Background: an optimization exercise with open tools, aiming at small area. Do not read the settings as production practice.
Function was checked by simulation only, so behaviour that the tests miss may differ from the original.
Power and IR drop assume default switching activity.

<file path="design/flow/design.v">
module AluMux (z,x,y,mux_ctrl);
output reg [31:0] z;
input [31:0] x,y;
input mux_ctrl; 
always@ (x or y or mux_ctrl)
begin
if (mux_ctrl ==0)
begin z=x; end 
else if (mux_ctrl ==1)
begin z=y; end 
else 
begin z= 32'bx; end 
end
endmodule
module RegisterFile ( rd1, rd2, rr1, rr2, wr, wd, we, clk);
output reg [31:0] rd1,rd2;
input [4:0] rr1,rr2,wr;
input we,clk;
input [31:0] wd;
reg [31:0] rf [7:0];
always@ (posedge clk)
begin
if (we && wr[4:3] == 2'b00)
begin
rf[wr[2:0]] <= wd;
end
rd1 <= (rr1[4:3] == 2'b00) ? rf[rr1[2:0]] : 32'd0;
rd2 <= (rr2[4:3] == 2'b00) ? rf[rr2[2:0]] : 32'd0;
end
endmodule
module Alu( Result, A, B, op, shamount,sign);
output wire [31:0] Result;
input wire sign;
input wire [31:0] A,B;
input wire [3:0] op;
input wire [3:0] shamount;
assign Result = 
 (op == 4'b 0000) ? A+B 
:(op == 4'b 0001) ? A-B 
:(op == 4'b 0010) ? A&B
:(op == 4'b 0011) ? A|B
:(op == 4'b 0100) ? A<<shamount
:(op == 4'b 0101) ? A>>shamount
:(op == 4'b 0110) ? $signed($signed(A) >>> shamount)
:(op == 4'b 0111 && sign == 0) ? ((A>B)? 1:0)
:(op == 4'b 0111 && sign == 1) ? ((A>B)? 0:1)
:(op == 4'b 1000 && sign == 0) ? ((A<B)? 1:0)
:(op == 4'b 1000 && sign == 1) ? ((A<B)? 0:1)
: 32'b0000 ;
endmodule
module alu_datapath (
    input  wire        clk,
    input  wire        we,
    input  wire        mux_ctrl,
    input  wire [4:0]  rr1,
    input  wire [4:0]  rr2,
    input  wire [4:0]  wr,
    input  wire [31:0] write_data,
    input  wire [3:0]  op,
    input  wire [3:0]  shamount,
    input  wire        sign,
    output wire [31:0] result
);
wire [31:0] rd1, rd2, wd;
Alu          myAlu (result, rd1, rd2, op, shamount, sign);
AluMux       muxx  (wd, write_data, result, mux_ctrl);
RegisterFile RF    (rd1, rd2, rr1, rr2, wr, wd, we, clk);
endmodule
</file>
<file path="design/flow/constraint.sdc">
create_clock -name core_clock -period 10.0 [get_ports {clk}]
set_input_delay 2.0000 -clock core_clock [delete_from_list [all_inputs] [get_ports {clk}]]
set_output_delay 2.0000 -clock core_clock [all_outputs]
set_load 0.01 [all_outputs]
</file>
<file path="design/flow/run.sh">
#!/bin/bash
# synth_recipe.tcl (not shown) runs the flow's synth.tcl, then flattens the netlist and writes it again
# the make line also repeats each setting of config.mk as NAME=value (left out here)
make -C /OpenROAD-flow-scripts/flow DESIGN_CONFIG=/design/flow/config.mk WORK_HOME=/design/flow/orfs CLKGATE_MAP_FILE= SYNTH_SCRIPT=/design/flow/synth_recipe.tcl finish
</file>
<file path="design/flow/config.mk">
export PLATFORM = sky130hd
export DESIGN_NAME = alu_datapath
export DESIGN_NICKNAME = alu_datapath
export VERILOG_FILES = /design/flow/design.v
export SDC_FILE = /design/flow/constraint.sdc
export NUM_CORES = 4
export LEC_CHECK = 0
export CAP_MARGIN = 20
export CORE_MARGIN = 2
export CORE_UTILIZATION = 40
export SLEW_MARGIN = 20
</file>
==> impl_metrics.env <==
export IMPL_start_util_pct=40.5
export IMPL_critPathCaptureType="primary output"
export IMPL_period_share_pct=81.8
export IMPL_synth_area_sq_um=21800
export IMPL_totalWireLength_um=71300
export IMPL_cts_hold_buf=0
export IMPL_drc=0
export IMPL_grt_usage_pct=24.9
export IMPL_core_sq_um=53800
export IMPL_die_w_um=237
export IMPL_synthesis_nets=2099
export IMPL_synth_edf_count=256
export IMPL_synthFlopType="edfxtp_1"
export IMPL_fillers=4968
export IMPL_pre_cts_ws_ns=1.76
export IMPL_status="no timing/DRC/antenna violations"
export IMPL_cts_root_buffer_cell="clkbuf_16"
export IMPL_setup_viol=0
export IMPL_path_buf_inv=2
export IMPL_numCtsBuffers=27
export IMPL_fin_nets=2105
export IMPL_crit_path_max_fanout=20
export IMPL_io_buffers=90
export IMPL_clock_sink_count=320
export IMPL_min_path_cells=3
export IMPL_postCtsSetupBuffers=0
export IMPL_seq_area_frac_synth_pct=41.1
export IMPL_start_kind="input port"
export IMPL_rsz0062_at_grt="no"
export IMPL_yosysUniqueCellTypes=83
export IMPL_drt_initial_drc_count=2013
export IMPL_drive_above_1_share_pct=16.3
export IMPL_row_count=85
export IMPL_dieHeight_um=237
export IMPL_min_path_type="register to register"
export IMPL_cts_tree="done"
export IMPL_dr_pass1_iters=7
export IMPL_diodes=0
export IMPL_utilization_pct=44.9
export IMPL_syn_to_final_growth_pct=10.8
export IMPL_crit_path_max_incr_delay_ns=1.00
export IMPL_clock_fmax_mhz=122
export IMPL_ys_ff_latch=320
export IMPL_detail_route_wl_per_cell_um=26.8
export IMPL_cts_buffer_depth=3
export IMPL_path_delay_family="simple AND/OR/NAND/NOR gates"
export IMPL_grt_pass1_vias=16400
export IMPL_vias=17000
export IMPL_cts_resized_gates=0
export IMPL_ys_async_sr_fraction_pct=0
export IMPL_cts_max_level=1
export IMPL_dp_hpwl_um=51100
export IMPL_via_per_inst=6.37
export IMPL_crit_slowest_cell="or4b_2"
export IMPL_finClkSkew_ns=0.0114
export IMPL_slew_viol_final=0
export IMPL_clkTransAtPathRegs_ns=0.07
export IMPL_fin_ws_ns=1.82
export IMPL_worstSetupPathType="input port to primary output"
export IMPL_clk_latency_ns=0.55
export IMPL_overflow=0
export IMPL_grt_max_degree=93
export IMPL_syn_avg_cell_area_sq_um=11.2
export IMPL_r2r_cells=12
export IMPL_finalPower_uw=3300
export IMPL_io_pins=91
export IMPL_globalplace_congestion=0.969
export IMPL_dieArea_sq_um=56400
export IMPL_power_density_nw_per_um2=137
export IMPL_period_minus_slack_ns=8.18
export IMPL_antenna_found_initial=0
export IMPL_path_cells="clkdlybuf4s50_1, or4b_2, nor2_1, nand3_1, nand2_1, nor2_1, nand2_1, a221oi_1, a211oi_1, a2bb2oi_1, clkdlybuf4s50_1"
export IMPL_ys_warn_count=2
export IMPL_detail_route_antenna_nets=0
export IMPL_grt_pass1_wl_um=106000
export IMPL_slew_headroom_pct=30.9
export IMPL_critical_path_arrival_ns=6.18
export IMPL_worst_pin_slew_ns=1.03
export IMPL_p_leak_uw=0.00852
export IMPL_netlist_instances=1942
export IMPL_final_hold_viol_count=0
export IMPL_cp_depth=11
export IMPL_ir_drop_mv=0.124
export IMPL_required_ns=8.00
export IMPL_finalSetupTns_ns=0
export IMPL_max_cap_viol_count=0
==> layer usage <==
metal / track usage, % / vias to the layer above / routed length (um)
li1: - / 7479 / -
met1: 36.0 / 8570 / 30900
met2: 40.3 / 791 / 33200
met3: 2.45 / 121 / 5270
met4: 6.73 / 0 / 1960
met5: 0 / - / 0
==> worst reg2reg max path: cells and delay by family (launching register included) <==
| kind | cells | cell delay [ns] |
|---|---|---|
| AOI/OAI and AO/OA | 7 | 2.23 |
| and+or+nand+nor | 3 | 0.64 |
| DFF | 1 | 0.61 |
| adders and majority gates | 1 | 0.60 |
| buffers and inverters | 1 | 0.19 |
==> area by class of cell <==
class	count	area [sq um]	share of cell area, %
inverters	108	405	1.68
clock buffers	31	691	2.86
repair buffers	121	1080	4.47
clock inverters	18	224	0.927
well taps	696	871	3.61
flip-flops and latches	320	8970	37.1
multi-input cells	1370	11900	49.3
==> registers in the layout, indices dropped and copies added, names as in the netlist <==
signal / count
RF.rd2: 32
RF.rd1: 32
RF.rf: 256
==> cells by family after synthesis <==
family	share of synthesized area, %
adder cells (fa/ha/maj)	5.69
buffers and inverters	4.56
AND/OR/NAND/NOR	9.26
multiplexers	24.3
flip-flops	41.1
XOR/XNOR	0.201
AO/OA/AOI/OAI	14.8
==> where the power goes <==
| group | total, uW | leakage (uW) | internal (uW) | switching (uW) |
|---|---|---|---|---|
| Sequential | 1510 | 0.00285 | 1480 | 31.5 |
| Clock | 1090 | 0.000439 | 626 | 465 |
| Combinational | 704 | 0.00523 | 277 | 427 |
| Total | 3300 | 0.00852 | 2380 | 924 |
==> cells in the mapped netlist, drive strengths merged, types with 15 or more instances <==
library cell | count | share of area [%]
edfxtp | 256 | 35
a221o | 15 | 0.69
clkbuf | 91 | 1.6
buf | 53 | 1.1
nand2 | 93 | 1.6
a31oi | 15 | 0.43
o21ai | 132 | 3.0
mux4 | 164 | 17
nand2b | 23 | 0.66
a21oi | 125 | 2.9
mux2 | 36 | 1.9
nand3 | 22 | 0.50
a21o | 21 | 0.72
mux2i | 120 | 5.5
nor2 | 211 | 3.6
inv | 107 | 1.8
dfxtp | 64 | 5.9
ha | 96 | 5.5
o211ai | 16 | 0.55
nor3 | 34 | 0.78
o22ai | 16 | 0.46
a211oi | 25 | 0.88
==> layout by cell type, fill, tap and decap left out, types with 35 or more instances in the layout <==
cell type	instances
a21oi_1	124
clkdlybuf4s50_1	78
mux2i_1	120
edfxtp_1	256
dfxtp_1	64
nand2_1	93
inv_1	105
ha_1	96
nor2_1	204
mux4_2	164
mux2_2	35
o21ai_0	129
==> through the flow <==
stage | cell area (sq um) | std cells | hold slack [ns]
finish | 24200 | 2664 | 0.719
detailed placement | 23200 | 2614 | 0.710
global route | 24200 | 2664 | 0.741
CTS | 24100 | 2663 | 0.722
floorplan | 21800 | 1942 | 0.680
global placement | 23200 | 2614 | 0.698
==> path summary, 6_finish.rpt <==
kind                           from                     end  slack, ns
max                           op[1]               result[0]       1.82
min          RF.rf[2][23]$_DFFE_PP_   RF.rd2[23]$_SDFF_PP0_       0.72
max reg2reg   RF.rd1[10]$_SDFF_PP0_  RF.rf[6][23]$_DFFE_PP_       5.40
min reg2reg  RF.rf[2][23]$_DFFE_PP_   RF.rd2[23]$_SDFF_PP0_       0.72

[separate check: timing with driven ports]
How much do the figures lean on ideal ports? The routed layout below was timed once more, with nothing changed but the port constraints. Step 1, drivers: a clkbuf_16 drives clk and a buf_2 each remaining input, both assumed. Step 2 also shifts input and output timing later by t, the mid clock arrival at the registers, as if the neighbouring blocks saw the same clock. Slacks: ideal ports / drivers / drivers and shift; pairs: ideal ports / drivers.
t (ns): 0.605
setup WS [ns]: 1.815 / 1.790 / 1.790
clock arrival spread, ns: 0.012 / 0.011
worst data-port slew with drivers (ns): 0.04
After both steps this run still meets setup and hold. For this run, drivers alone change the setup slack by -0.025 ns; drivers and shift together by -0.025 ns.
